This is an optimization exercise on Yosys and OpenROAD, whose aim is small area, not a production implementation. In this exercise RTL edits were held to simulation tests only and were not proved equivalent to the original.

$ cat flow/run.sh
#!/bin/bash
# synth_recipe.tcl (not shown) runs the flow's synth.tcl, then flattens the netlist and writes it again
# the make line also repeats each setting of config.mk as NAME=value (left out here)
make -C /OpenROAD-flow-scripts/flow DESIGN_CONFIG=/design/flow/config.mk WORK_HOME=/design/flow/orfs CLKGATE_MAP_FILE= SYNTH_SCRIPT=/design/flow/synth_recipe.tcl finish
$ cat flow/config.mk
export PLATFORM = sky130hd
export DESIGN_NAME = ES_top
export DESIGN_NICKNAME = ES_top
export VERILOG_FILES = /design/flow/design.v
export SDC_FILE = /design/flow/constraint.sdc
export NUM_CORES = 8
export LEC_CHECK = 0
export ABC_AREA = 1
export CAP_MARGIN = 20
export CORE_MARGIN = 2
export CORE_UTILIZATION = 40
export SLEW_MARGIN = 20
$ cat flow/constraint.sdc
create_clock -name core_clock -period 300.0 [get_ports {clk_t}]
set_input_delay 60.0000 -clock core_clock [delete_from_list [all_inputs] [get_ports {clk_t}]]
set_output_delay 60.0000 -clock core_clock [all_outputs]
set_load 0.01 [all_outputs]
$ cat flow/design.v
module ES_top(
    input wire clk_t,
    input wire clr_t,
    input wire [7:0] sw_t,
    input wire [1:0] dip_t,
    input wire [9:0] ad_data_t,
    output wire clk_1kHz_t,
    output wire [7:0] seg_left_t,
    output wire [7:0] seg_right_t,
    output wire [3:0] an_left_t,
    output wire [3:0] an_right_t,
    output wire [13:0] dac_sum_t,
    input wire btn_up_t,
    input wire btn_down_t,
    input wire [1:0] waveform_sel_t,
    input wire mode_sel_t
    );
    wire [12:0] e;
    wire [13:0] freq_bcd;
    wire [6:0] qn;
    wire duty_valid;
    wire [2:0] fine_step;
    wire [1:0] waveform_type;
    wire [7:0] dac_dds, dac_wave;
    freq_division u_freq_division(.clk(clk_t), .clr(clr_t), .e(e));
    assign clk_1kHz_t = ~e[3];
    freq_meter u_freq_meter(.clk(clk_t), .rst(clr_t), .adc_data(ad_data_t),
        .e(e), .freq_bcd(freq_bcd));
    duty_cycle_meter u_duty_cycle_meter(.clk(clk_t), .rst(clr_t),
        .adc_data(ad_data_t), .qn(qn), .duty_valid(duty_valid));
    dds_high_res u_dds_high_res(.clk(clk_t), .rst(clr_t), .freq_word(sw_t),
        .btn_up(btn_up_t), .btn_down(btn_down_t), .dac_hi(dac_dds),
        .fine_step(fine_step));
    waveform_generator u_waveform_gen(.clk(clk_t), .rst(clr_t),
        .freq_word(sw_t), .waveform_sel(waveform_sel_t), .dac_hi(dac_wave),
        .waveform_type(waveform_type));
    number u_number(.clk(clk_t), .rst(clr_t), .e(e), .sw(sw_t), .dip(dip_t),
        .fine_step(fine_step), .freq_bcd(freq_bcd), .qn(qn),
        .duty_valid(duty_valid), .waveform_type(waveform_type),
        .mode_sel(mode_sel_t), .seg_left(seg_left_t), .seg_right(seg_right_t),
        .an_left(an_left_t), .an_right(an_right_t));
    assign dac_sum_t = {mode_sel_t ? dac_wave : dac_dds, 6'b000000};
endmodule
module freq_division(
    input wire clk,
    input wire clr,
    output reg [12:0] e
    );
    always @(posedge clk or posedge clr) begin
        if (clr) e <= 13'd8;
        else     e <= e + 1'b1;
    end
endmodule
module hr_digits(
    input wire [10:0] x,
    output wire [27:0] dig           
    );
    wire k1 = (x >= 11'd880) && (x < 11'd1760);
    wire k2 = (x >= 11'd1760);
    wire [10:0] m = x - (k2 ? 11'd1760 : k1 ? 11'd880 : 11'd0);
    wire [13:0] t1 = m * 3'd5;
    wire [9:0]  f1 = t1[9:0];
    wire [12:0] t2 = f1 * 3'd5;
    wire [8:0]  f2 = t2[8:0];
    wire [11:0] t3 = f2 * 3'd5;
    wire [7:0]  f3 = t3[7:0];
    wire [10:0] t4 = f3 * 3'd5;
    wire [6:0]  f4 = t4[6:0];
    wire [9:0]  t5 = f4 * 3'd5;
    wire [5:0]  f5 = t5[5:0];
    wire [8:0]  t6 = f5 * 3'd5;
    wire [4:0]  f6 = t6[4:0];
    wire [7:0]  t7 = f6 * 3'd5;
    wire [3:0]  f7 = t7[3:0];
    wire [3:0] i6 = t1[13:10], i5 = t2[12:9], i4 = t3[11:8], i3 = t4[10:7],
               i2 = t5[9:6], i1 = t6[8:5], i0 = t7[7:4];
    wire [14:0] fsum = f7 * 10'd1000 + {x, 3'b000};
    wire c = k2 ? (fsum >= 15'd25472) : k1 ? (fsum >= 15'd20736) : (fsum >= 15'd16000);
    wire [3:0] a0 = k2 ? 4'd6 : k1 ? 4'd8 : 4'd0;
    wire [3:0] a1 = k2 ? 4'd1 : 4'd0;
    wire [3:0] a2 = k2 ? 4'd8 : k1 ? 4'd9 : 4'd0;
    wire [3:0] a3 = k2 ? 4'd3 : k1 ? 4'd1 : 4'd0;
    wire [4:0] s0 = i0 + a0 + c;
    wire c0 = (s0 >= 5'd10);
    wire [3:0] o0 = c0 ? s0 - 5'd10 : s0[3:0];
    wire [4:0] s1 = i1 + a1 + c0;
    wire c1 = (s1 >= 5'd10);
    wire [3:0] o1 = c1 ? s1 - 5'd10 : s1[3:0];
    wire [4:0] s2 = i2 + a2 + c1;
    wire c2 = (s2 >= 5'd10);
    wire [3:0] o2 = c2 ? s2 - 5'd10 : s2[3:0];
    wire [4:0] s3 = i3 + a3 + c2;
    wire c3 = (s3 >= 5'd10);
    wire [3:0] o3 = c3 ? s3 - 5'd10 : s3[3:0];
    wire [4:0] s4 = i4 + c3;
    wire c4 = (s4 >= 5'd10);
    wire [3:0] o4 = c4 ? s4 - 5'd10 : s4[3:0];
    wire [4:0] s5 = i5 + c4;
    wire c5 = (s5 >= 5'd10);
    wire [3:0] o5 = c5 ? s5 - 5'd10 : s5[3:0];
    wire [3:0] o6 = i6 + c5;
    assign dig = {o6, o5, o4, o3, o2, o1, o0};
endmodule
module number(
    input wire clk,
    input wire rst,
    input wire [12:0] e,
    input wire [7:0] sw,
    input wire [1:0] dip,
    input wire [2:0] fine_step,
    input wire [13:0] freq_bcd,
    input wire [6:0] qn,                
    input wire duty_valid,
    input wire [1:0] waveform_type,
    input wire mode_sel,
    output wire [7:0] seg_left,
    output wire [7:0] seg_right,
    output wire [3:0] an_left,
    output wire [3:0] an_right
    );
    wire en_1k = (e[3:0] == 4'hf);
    wire [1:0] scan = e[5:4];
    wire group_sel = e[6];
    wire [2:0] j = {~e[6], e[5:4]};    
    reg [6:0] duty_display;            
    always @(posedge clk or posedge rst) begin
        if (rst) duty_display <= 7'd99;
        else if (en_1k && duty_valid) duty_display <= qn;
    end
    wire [3:0] duty_tens = 4'd9 - duty_display / 7'd10;
    wire [3:0] duty_ones = 4'd9 - duty_display % 7'd10;
    wire [27:0] hr;
    hr_digits u_hr(.x({sw, fine_step}), .dig(hr));
    reg [3:0] digit;
    reg dp;
    always @(*) begin
        digit = 4'd0;
        dp = 1'b0;
        case (dip)
            2'b00: begin
                case (j)
                    3'd7: digit = 4'd2;
                    3'd5: digit = 4'd2;
                    3'd4: digit = 4'd5;
                    3'd2: digit = 4'd2;
                    3'd1: digit = 4'd1;
                    3'd0: digit = 4'd1;
                    default: digit = 4'd0;
                endcase
                dp = (j == 3'd4);
            end
            2'b01: begin
                case (j)
                    3'd0: digit = hr[3:0];
                    3'd1: digit = hr[7:4];
                    3'd2: digit = hr[11:8];
                    3'd3: digit = hr[15:12];
                    3'd4: digit = hr[19:16];
                    3'd5: digit = hr[23:20];
                    3'd6: digit = hr[27:24];
                    default: digit = 4'd0;
                endcase
                dp = (j == 3'd3);
            end
            2'b10: begin
                case (j)
                    3'd0: digit = freq_bcd[3:0];
                    3'd1: digit = freq_bcd[7:4];
                    3'd2: digit = freq_bcd[11:8];
                    3'd3: digit = {2'b00, freq_bcd[13:12]};
                    default: digit = 4'd0;
                endcase
                dp = (j == 3'd3);
            end
            default: begin
                if (!mode_sel) begin
                    case (j)
                        3'd0: digit = duty_ones;
                        3'd1: digit = duty_tens;
                        default: digit = 4'd0;
                    endcase
                    dp = (j == 3'd2);
                end else begin
                    digit = (j == 3'd3) ? {2'b00, waveform_type} : 4'd0;
                    dp = (j == 3'd4);
                end
            end
        endcase
    end
    reg [6:0] seg;
    always @(*) begin
        case (digit)
            4'd0: seg = 7'b0111111;
            4'd1: seg = 7'b0000110;
            4'd2: seg = 7'b1011011;
            4'd3: seg = 7'b1001111;
            4'd4: seg = 7'b1100110;
            4'd5: seg = 7'b1101101;
            4'd6: seg = 7'b1111101;
            4'd7: seg = 7'b0000111;
            4'd8: seg = 7'b1111111;
            4'd9: seg = 7'b1101111;
            default: seg = 7'b0000000;
        endcase
    end
    wire [3:0] an = 4'b0001 << scan;
    assign seg_left  = group_sel ? 8'd0 : {dp, seg};
    assign seg_right = group_sel ? {dp, seg} : 8'd0;
    assign an_left   = group_sel ? 4'd0 : an;
    assign an_right  = group_sel ? an : 4'd0;
endmodule
module freq_meter(
    input wire clk,
    input wire rst,
    input wire [9:0] adc_data,
    input wire [12:0] e,
    output reg [13:0] freq_bcd      
);
    reg sl_n;     
    reg sl, sl_d1;
    always @(posedge clk or posedge rst) begin
        if (rst) sl_n <= 1'b0;
        else if (adc_data >= 10'd522) sl_n <= 1'b1;
        else if (adc_data <= 10'd502) sl_n <= 1'b0;
    end
    always @(posedge clk) begin
        sl <= sl_n;
        sl_d1 <= sl;
    end
    wire rising = sl & ~sl_d1;
    wire win = (e >= 13'd2058) && (e <= 13'd6152);
    wire clear = (e[12:11] == 2'b00);
    wire load = (e == 13'd6159);
    reg [3:0] d0, d1, d2;
    reg [1:0] d3;
    always @(posedge clk) begin
        if (clear) begin
            d0 <= 4'd0; d1 <= 4'd0; d2 <= 4'd0; d3 <= 2'd0;
        end else if (win && rising) begin
            if (d0 == 4'd9) begin
                d0 <= 4'd0;
                if (d1 == 4'd9) begin
                    d1 <= 4'd0;
                    if (d2 == 4'd9) begin
                        d2 <= 4'd0;
                        d3 <= d3 + 1'b1;
                    end else d2 <= d2 + 1'b1;
                end else d1 <= d1 + 1'b1;
            end else d0 <= d0 + 1'b1;
        end
    end
    always @(posedge clk or posedge rst) begin
        if (rst) freq_bcd <= 14'd0;
        else if (load) freq_bcd <= {d3, d2, d1, d0};
    end
endmodule
module duty_cycle_meter(
    input wire clk,
    input wire rst,
    input wire [9:0] adc_data,
    output wire [6:0] qn,           
    output wire duty_valid
);
    localparam IDLE = 3'd0, WAIT_LOW = 3'd1, WAIT_RISING = 3'd2,
               COUNT_HIGH = 3'd3, COUNT_LOW = 3'd4, DIV1 = 3'd5,
               DIV2 = 3'd6, WIN = 3'd7;
    reg is_high, is_low, prev_is_high;
    always @(posedge clk) begin
        is_high <= (adc_data >= 10'd520);
        is_low  <= (adc_data <= 10'd504);
        prev_is_high <= is_high;
    end
    wire rising_edge  = is_high & ~prev_is_high;
    wire falling_edge = ~is_high & prev_is_high;
    reg [2:0] state;
    reg [19:0] x;        
    reg [12:0] p;        
    wire [16:0] tq = x[18:2];
    wire tmo = (tq >= 17'd100024);             
    function [20:0] dstep;       
        input [19:0] xi;
        input [12:0] d;
        reg [13:0] r2, diff;
        reg ge, c;
        integer i;
        begin
            r2 = {xi[19:7], xi[6]};
            c = 1'b1;                        
            for (i = 0; i < 14; i = i + 1) begin
                diff[i] = r2[i] ^ ~(i < 13 ? d[i] : 1'b0) ^ c;
                c = (r2[i] & ~(i < 13 ? d[i] : 1'b0)) | (r2[i] & c) | (~(i < 13 ? d[i] : 1'b0) & c);
            end
            ge = ~diff[13];
            dstep = {ge, (ge ? diff[12:0] : r2[12:0]), xi[5:0], ge};
        end
    endfunction
    function [16:0] add25;       
        input [16:0] v;
        reg [16:0] k;
        reg c;
        integer i;
        begin
            k = 17'd25;
            c = 1'b0;
            for (i = 0; i < 17; i = i + 1) begin
                add25[i] = v[i] ^ k[i] ^ c;
                c = (v[i] & k[i]) | (v[i] & c) | (k[i] & c);
            end
        end
    endfunction
    function [12:0] inc13;
        input [12:0] v;
        reg c;
        integer i;
        begin
            c = 1'b1;
            for (i = 0; i < 13; i = i + 1) begin
                inc13[i] = v[i] ^ c;
                c = c & v[i];
            end
        end
    endfunction
    wire in_div = (state == COUNT_LOW) || (state == DIV1) || (state == DIV2);
    wire [19:0] xsrc = (state == COUNT_LOW) ? {1'b0, tq, 2'b11} : x;
    wire [20:0] s1 = dstep(xsrc, p);
    wire [20:0] s2 = dstep(s1[19:0], p);
    wire ge_last = s1[20];
    wire first = (p[12:6] != 7'd0);
    assign duty_valid = (state == WIN);
    assign qn = {x[5:0], first ? ge_last : x[6]};
    always @(posedge clk or posedge rst) begin
        if (rst) state <= IDLE;
        else case (state)
            IDLE: state <= WAIT_LOW;
            WAIT_LOW: begin
                if (is_low) state <= WAIT_RISING;
                else if (tmo) state <= IDLE;
            end
            WAIT_RISING: begin
                if (rising_edge) state <= COUNT_HIGH;
                else if (tmo) state <= IDLE;
            end
            COUNT_HIGH: begin
                if (falling_edge) state <= COUNT_LOW;
                else if (tmo) state <= IDLE;
            end
            COUNT_LOW: begin
                if (rising_edge) state <= DIV1;
                else if (tmo) state <= IDLE;
            end
            DIV1: state <= DIV2;
            DIV2: state <= (p > 13'd100) ? WIN : IDLE;
            default: if (!first && p[5]) state <= IDLE;
        endcase
    end
    wire restart = (state == IDLE) ||
                   (state == WAIT_LOW && is_low) ||
                   (state == WAIT_RISING && rising_edge) ||
                   (state == COUNT_HIGH && falling_edge);
    wire div_now = (state == DIV1) || (state == DIV2) ||
                   (state == COUNT_LOW && rising_edge);
    always @(posedge clk) begin
        if (div_now) x <= s2[19:0];
        else if (state == WIN) begin
            if (first) x[6] <= ge_last;
        end else if (restart) x[18:2] <= 17'd24;
        else x[18:2] <= add25(tq);
    end
    always @(posedge clk) begin
        if (state == WAIT_RISING || (state == WIN && first)) p <= 13'd1;
        else if (!div_now) p <= inc13(p);
    end
endmodule
module dds_high_res(
    input wire clk,
    input wire rst,
    input wire [7:0] freq_word,
    input wire btn_up,
    input wire btn_down,
    output wire [7:0] dac_hi,        
    output reg [2:0] fine_step
    );
    function [6:0] half_sine;
        input [6:0] a;
        reg [6:0] q;
        begin
          case (a)
            7'd0: q = 7'd0;
            7'd1: q = 7'd3;
            7'd2: q = 7'd6;
            7'd3: q = 7'd9;
            7'd4: q = 7'd12;
            7'd5: q = 7'd16;
            7'd6: q = 7'd19;
            7'd7: q = 7'd22;
            7'd8: q = 7'd25;
            7'd9: q = 7'd28;
            7'd10: q = 7'd31;
            7'd11: q = 7'd34;
            7'd12: q = 7'd37;
            7'd13: q = 7'd40;
            7'd14: q = 7'd43;
            7'd15: q = 7'd46;
            7'd16: q = 7'd49;
            7'd17: q = 7'd51;
            7'd18: q = 7'd54;
            7'd19: q = 7'd57;
            7'd20: q = 7'd60;
            7'd21: q = 7'd63;
            7'd22: q = 7'd65;
            7'd23: q = 7'd68;
            7'd24: q = 7'd71;
            7'd25: q = 7'd73;
            7'd26: q = 7'd76;
            7'd27: q = 7'd78;
            7'd28: q = 7'd81;
            7'd29: q = 7'd83;
            7'd30: q = 7'd85;
            7'd31: q = 7'd88;
            7'd32: q = 7'd90;
            7'd33: q = 7'd92;
            7'd34: q = 7'd94;
            7'd35: q = 7'd96;
            7'd36: q = 7'd98;
            7'd37: q = 7'd100;
            7'd38: q = 7'd102;
            7'd39: q = 7'd104;
            7'd40: q = 7'd106;
            7'd41: q = 7'd107;
            7'd42: q = 7'd109;
            7'd43: q = 7'd111;
            7'd44: q = 7'd112;
            7'd45: q = 7'd113;
            7'd46: q = 7'd115;
            7'd47: q = 7'd116;
            7'd48: q = 7'd117;
            7'd49: q = 7'd118;
            7'd50: q = 7'd120;
            7'd51: q = 7'd121;
            7'd52: q = 7'd122;
            7'd53: q = 7'd122;
            7'd54: q = 7'd123;
            7'd55: q = 7'd124;
            7'd56: q = 7'd125;
            7'd57: q = 7'd125;
            7'd58: q = 7'd126;
            7'd59: q = 7'd126;
            7'd60: q = 7'd126;
            7'd61: q = 7'd127;
            7'd62: q = 7'd127;
            7'd63: q = 7'd127;
            7'd64: q = 7'd127;
            7'd65: q = 7'd127;
            7'd66: q = 7'd127;
            7'd67: q = 7'd127;
            7'd68: q = 7'd126;
            7'd69: q = 7'd126;
            7'd70: q = 7'd126;
            7'd71: q = 7'd125;
            7'd72: q = 7'd125;
            7'd73: q = 7'd124;
            7'd74: q = 7'd123;
            7'd75: q = 7'd122;
            7'd76: q = 7'd122;
            7'd77: q = 7'd121;
            7'd78: q = 7'd120;
            7'd79: q = 7'd118;
            7'd80: q = 7'd117;
            7'd81: q = 7'd116;
            7'd82: q = 7'd115;
            7'd83: q = 7'd113;
            7'd84: q = 7'd112;
            7'd85: q = 7'd111;
            7'd86: q = 7'd109;
            7'd87: q = 7'd107;
            7'd88: q = 7'd106;
            7'd89: q = 7'd104;
            7'd90: q = 7'd102;
            7'd91: q = 7'd100;
            7'd92: q = 7'd98;
            7'd93: q = 7'd96;
            7'd94: q = 7'd94;
            7'd95: q = 7'd92;
            7'd96: q = 7'd90;
            7'd97: q = 7'd88;
            7'd98: q = 7'd85;
            7'd99: q = 7'd83;
            7'd100: q = 7'd81;
            7'd101: q = 7'd78;
            7'd102: q = 7'd76;
            7'd103: q = 7'd73;
            7'd104: q = 7'd71;
            7'd105: q = 7'd68;
            7'd106: q = 7'd65;
            7'd107: q = 7'd63;
            7'd108: q = 7'd60;
            7'd109: q = 7'd57;
            7'd110: q = 7'd54;
            7'd111: q = 7'd51;
            7'd112: q = 7'd49;
            7'd113: q = 7'd46;
            7'd114: q = 7'd43;
            7'd115: q = 7'd40;
            7'd116: q = 7'd37;
            7'd117: q = 7'd34;
            7'd118: q = 7'd31;
            7'd119: q = 7'd28;
            7'd120: q = 7'd25;
            7'd121: q = 7'd22;
            7'd122: q = 7'd19;
            7'd123: q = 7'd16;
            7'd124: q = 7'd12;
            7'd125: q = 7'd9;
            7'd126: q = 7'd6;
            7'd127: q = 7'd3;
            default: q = 7'd0;
          endcase
          half_sine = q;
        end
    endfunction
    reg [10:0] phase_acc;
    reg [7:0] dac_data;
    reg [7:0] dac_sum;
    assign dac_hi = dac_sum;
    reg [5:0] up_cnt, dn_cnt;
    reg up_stable, dn_stable, up_prev, dn_prev;
    always @(posedge clk or posedge rst) begin
        if (rst) begin
            up_cnt <= 6'd0;
            up_stable <= 1'b0;
        end else if (btn_up == up_stable) begin
            up_cnt <= 6'd0;
        end else if (up_cnt >= 6'd50) begin
            up_stable <= btn_up;
            up_cnt <= 6'd0;
        end else begin
            up_cnt <= up_cnt + 1'b1;
        end
    end
    always @(posedge clk or posedge rst) begin
        if (rst) begin
            dn_cnt <= 6'd0;
            dn_stable <= 1'b0;
        end else if (btn_down == dn_stable) begin
            dn_cnt <= 6'd0;
        end else if (dn_cnt >= 6'd50) begin
            dn_stable <= btn_down;
            dn_cnt <= 6'd0;
        end else begin
            dn_cnt <= dn_cnt + 1'b1;
        end
    end
    always @(posedge clk or posedge rst) begin
        if (rst) begin
            up_prev <= 1'b0;
            dn_prev <= 1'b0;
        end else begin
            up_prev <= up_stable;
            dn_prev <= dn_stable;
        end
    end
    always @(posedge clk or posedge rst) begin
        if (rst) fine_step <= 3'd0;
        else if (up_stable && !up_prev) fine_step <= fine_step + 1'b1;
        else if (dn_stable && !dn_prev) fine_step <= fine_step - 1'b1;
    end
    wire [6:0] hq = half_sine(phase_acc[9:3]);
    wire [7:0] sine = phase_acc[10] ? (8'd128 - {1'b0, hq}) : {1'b1, hq};
    always @(posedge clk or posedge rst) begin
        if (rst) begin
            phase_acc <= 11'd0;
            dac_data <= 8'd128;
            dac_sum <= 8'd0;
        end else begin
            phase_acc <= phase_acc + {freq_word, fine_step};
            dac_data <= sine;
            dac_sum <= dac_data;
        end
    end
endmodule
module waveform_generator(
    input wire clk,
    input wire rst,
    input wire [7:0] freq_word,
    input wire [1:0] waveform_sel,
    output reg [7:0] dac_hi,         
    output reg [1:0] waveform_type
    );
    reg [7:0] phase_acc;
    reg [7:0] wdata;
    always @(posedge clk or posedge rst) begin
        if (rst) begin
            phase_acc <= 8'd0;
            wdata <= 8'd128;
            waveform_type <= 2'd0;
            dac_hi <= 8'd128;
        end else begin
            phase_acc <= phase_acc + freq_word;
            waveform_type <= waveform_sel;
            case (waveform_sel)
                2'b00: wdata <= phase_acc[7] ? 8'd0 : 8'd255;
                2'b01: wdata <= phase_acc[7] ? {~phase_acc[6:0], 1'b0} : {phase_acc[6:0], 1'b0};
                2'b10: wdata <= phase_acc;
                default: wdata <= ~phase_acc;
            endcase
            dac_hi <= wdata;
        end
    end
endmodule
==> reports/qor.yml <==
run_status: "no timing/DRC/antenna violations"
design_area_sq_mm: 0.0169
drt_iter0_markers: 663
h-tree-depth: 4
criticalPathCategory: "in -> out"
antenna_found_initial: 1
first_pass_iters: 5
synth-compound-area-share: 0.126
yosysUniqueCellTypes: 60
period_share: 0.464
synth_xor_area_frac: 0.0497
dp.cells: 2580
cp.arrival_ns: 79.28
cap_violations: 0
fin_setup_tns_ns: 0
grtUsageTotal: 0.192
nets: 2361
ctsLongestPathBuffers: 2
first_global_vias: 12900
cts_tree: "built"
crit_top_cell: "ha_1"
yosys_warnings: 6
fmax_mhz: 7.18
die_y_um: 199
fp.coreArea_sq_mm: 0.0375
antenna_cells: 0
num_rows: 71
multi_input_area_sq_mm: 0.00977
avgSynthCellArea_sq_um: 7.43
cts_hold_buf: 0
wire_per_inst_um: 13.8
synthCells: 2040
hpwl_um: 28600
ant_nets: 0
dieArea_sq_mm: 0.0394
synth_top_family_by_area: "simple AND/OR/NAND/NOR gates"
area_growth_pct: 11.5
fin_skew_ns: 0.0102
clock_sinks: 162
layout-drive-gt1-share: 0.0424
relSlewSlack: 0.295
via_count: 13100
yosys-top-cells-area: "dfrtp_1 (17%), ha_1 (17%), nand2_1 (11%)"
synth_fa_ha_area_frac: 0.226
synth_top_area_share: 0.168
maxSlewViolCount: 0
clock_latency_ns: 0.44
post-place-ws_ns: 160.70
synthSimpleGateAreaFrac: 0.240
die_w_um: 199
synth-seq-area-share: 0.264
grt_first_pass_wirelength_um: 61500
grt_overflow: 0
place_area_sq_mm: 0.0163
post_cts_buffers: 0
synth_edf_count: 19
timing_hold_violations_final: 0
gp_congestion: 0.881
finalSetupViolCount: 0
start_util: 0.404
grt_max_degree: 63
drc: 0
seq_area_sq_mm: 0.00399
worstPathRequired_ns: 240.00
critPathSlowestCell: "clkdlybuf4s50_1"
port_buffers: 59
hold_class: "reg -> reg"
path_clk_slew_ns: 0.07
synth_common_cells: "nand2_1 (444), inv_1 (322), ha_1 (200)"
end_kind: "output pin"
vias_per_cell: 5.03
synth_seq_cells: 162
cts_root_buffer: "clkbuf_16"
crit_fanout: 6
drt_wl_total_um: 36000
synthFlopType: "dfrtp_1"
period_needed_ns: 139.28
muxShareOfSynthArea: 0.00149
synth_area_sq_mm: 0.0151
yosysTopAreaCell: "dfrtp_1"
worst_slew_pin_slew_ns: 1.05
ys_async_sr_fraction: 0.679
post_cts_resized: 0
fill_cells: 3779
final_cells: 2612
ios: 66
critPathMaxStageDelay_ns: 0.65
cts_buffers: 17
critPathLaunchType: "primary input"
yosysMostFrequentCell: "nand2_1"
setup_slack_ns: 160.72
rsz0062_at_grt: "no"
## layer usage
metal / up-vias / wire length, um / track usage
li1: 6783 / - / -
met2: 225 / 16600 / 0.320
met4: 2 / 744 / 0.0553
met5: - / 11 / 0
met1: 6089 / 17500 / 0.256
met3: 46 / 1180 / 0.0288
## logic make-up (layout without fill, tap and decap cells)
logic type | count (synthesis) | count (layout)
multiplexers | 2 | 2
adder cells (fa/ha/maj) | 246 | 246
buffers and inverters | 370 | 426
other | 1 | 6
XOR/XNOR | 86 | 86
flip-flops | 162 | 162
AND/OR/NAND/NOR | 841 | 841
AO/OA/AOI/OAI | 332 | 332
## placed cells by master, fill, tap and decap left out, drive strengths merged, types with 3 or more instances in the layout
master / instances
nand2: 462
inv: 333
ha: 200
nor2: 157
nand3: 134
o21ai: 125
a21oi: 123
dfrtp: 102
clkdlybuf4s50: 59
xor2: 50
fa: 46
nor3: 38
xnor2: 36
dfxtp: 33
clkbuf: 26
nand4: 25
edfxtp: 19
a31oi: 16
a211oi: 9
nand3b: 9
o31ai: 8
dfstp: 8
o211ai: 7
o22ai: 7
conb: 6
or2: 6
o21bai: 5
clkinv: 5
o311ai: 4
nor4: 4
a221oi: 4
o2111ai: 4
a21o: 4
nor3b: 4
a32oi: 3
a2bb2oi: 3
o21a: 3
buf: 3
## worst paths after layout
kind	startpoint	endpoint	slack (ns)	cells after the start
max	sw_t[0]	seg_right_t[3]	160.72	109
min	u_waveform_gen.wdata[3]$_DFF_PP0_	u_waveform_gen.dac_hi[3]$_DFF_PP0_	0.34	0
max reg2reg	u_duty_cycle_meter.x[6]$_DFF_P_	u_duty_cycle_meter.x[18]$_DFFE_PP_	287.38	38
min reg2reg	u_waveform_gen.wdata[3]$_DFF_PP0_	u_waveform_gen.dac_hi[3]$_DFF_PP0_	0.34	0
max in group asynchronous	clr_t	u_freq_meter.freq_bcd[12]$_DFFE_PP0N_	238.79	3
min in group asynchronous	clr_t	u_dds_high_res.dac_data[2]$_DFF_PP0_	59.99	2
## metrics by stage
step | utilization | hold slack, ns
after floorplan | - | 0.331
after global placement | 0.434 | 0.333
after detailed placement | 0.434 | 0.335
after CTS | 0.450 | 0.343
after global routing | 0.451 | 0.345
final | 0.451 | 0.339
## flip-flops by register name, summed over array words and instances (netlist names), 2 cells and up
| register | flops |
|---|---|
| u_freq_meter.d3 | 2 |
| u_freq_meter.d1 | 4 |
| u_freq_division.e | 13 |
| u_freq_meter.d2 | 4 |
| u_dds_high_res.dn_cnt | 6 |
| u_dds_high_res.up_cnt | 6 |
| u_freq_meter.d0 | 4 |
| u_duty_cycle_meter.x | 20 |
| u_waveform_gen.dac_hi | 8 |
| u_duty_cycle_meter.state | 3 |
| u_dds_high_res.dac_data | 8 |
| u_number.duty_display | 7 |
| u_waveform_gen.phase_acc | 8 |
| u_waveform_gen.waveform_type | 2 |
| u_dds_high_res.dac_sum | 8 |
| u_freq_meter.freq_bcd | 14 |
| u_dds_high_res.phase_acc | 11 |
| u_waveform_gen.wdata | 8 |
| u_duty_cycle_meter.p | 13 |
| u_dds_high_res.fine_step | 3 |
## worst max-delay path: cells and delay by family
family / cells / cell delay [ns]
adder cells (fa/ha/maj): 40 / 11.32
buffers and inverters: 21 / 2.45
XOR/XNOR: 2 / 0.41
AO/OA/AOI/OAI: 10 / 1.70
AND/OR/NAND/NOR: 36 / 3.39
## layout make-up
cell class                      instances  share of cell area
Multi-Input combinational cell       1513               0.578
Sequential cell                       162               0.236
Inverter                              332              0.0739
Tap cell                              511              0.0379
Timing Repair Buffer                   62              0.0363
Clock buffer                           26              0.0340
Clock inverter                          6             0.00296

-- afterwards: timing with drivers on the ports --
The results above use ideal ports. As a check the final layout listed here was re-extracted and re-timed, cells and wires unchanged. Step 1 assumes that a clkbuf_16 drives the clock port and a buf_2 every other input. Step 2 also shifts input and output timing later by t, the mid clock arrival at the registers, as if the neighbouring blocks saw the same clock. Slacks: ideal / step 1 / step 2; pairs: ideal / step 1.
t, ns: 0.487
setup WS [ns]: 160.717 / 160.691 / 160.691
worst hold slack (ns): 0.339 / 0.339 / 0.339
latest minus earliest clock arrival (ns): 0.014 / 0.014
pins driven straight from the clock port: 1
After both steps this run still meets setup and hold. For this run, drivers alone change the setup slack by -0.026 ns; drivers and shift together by -0.026 ns.
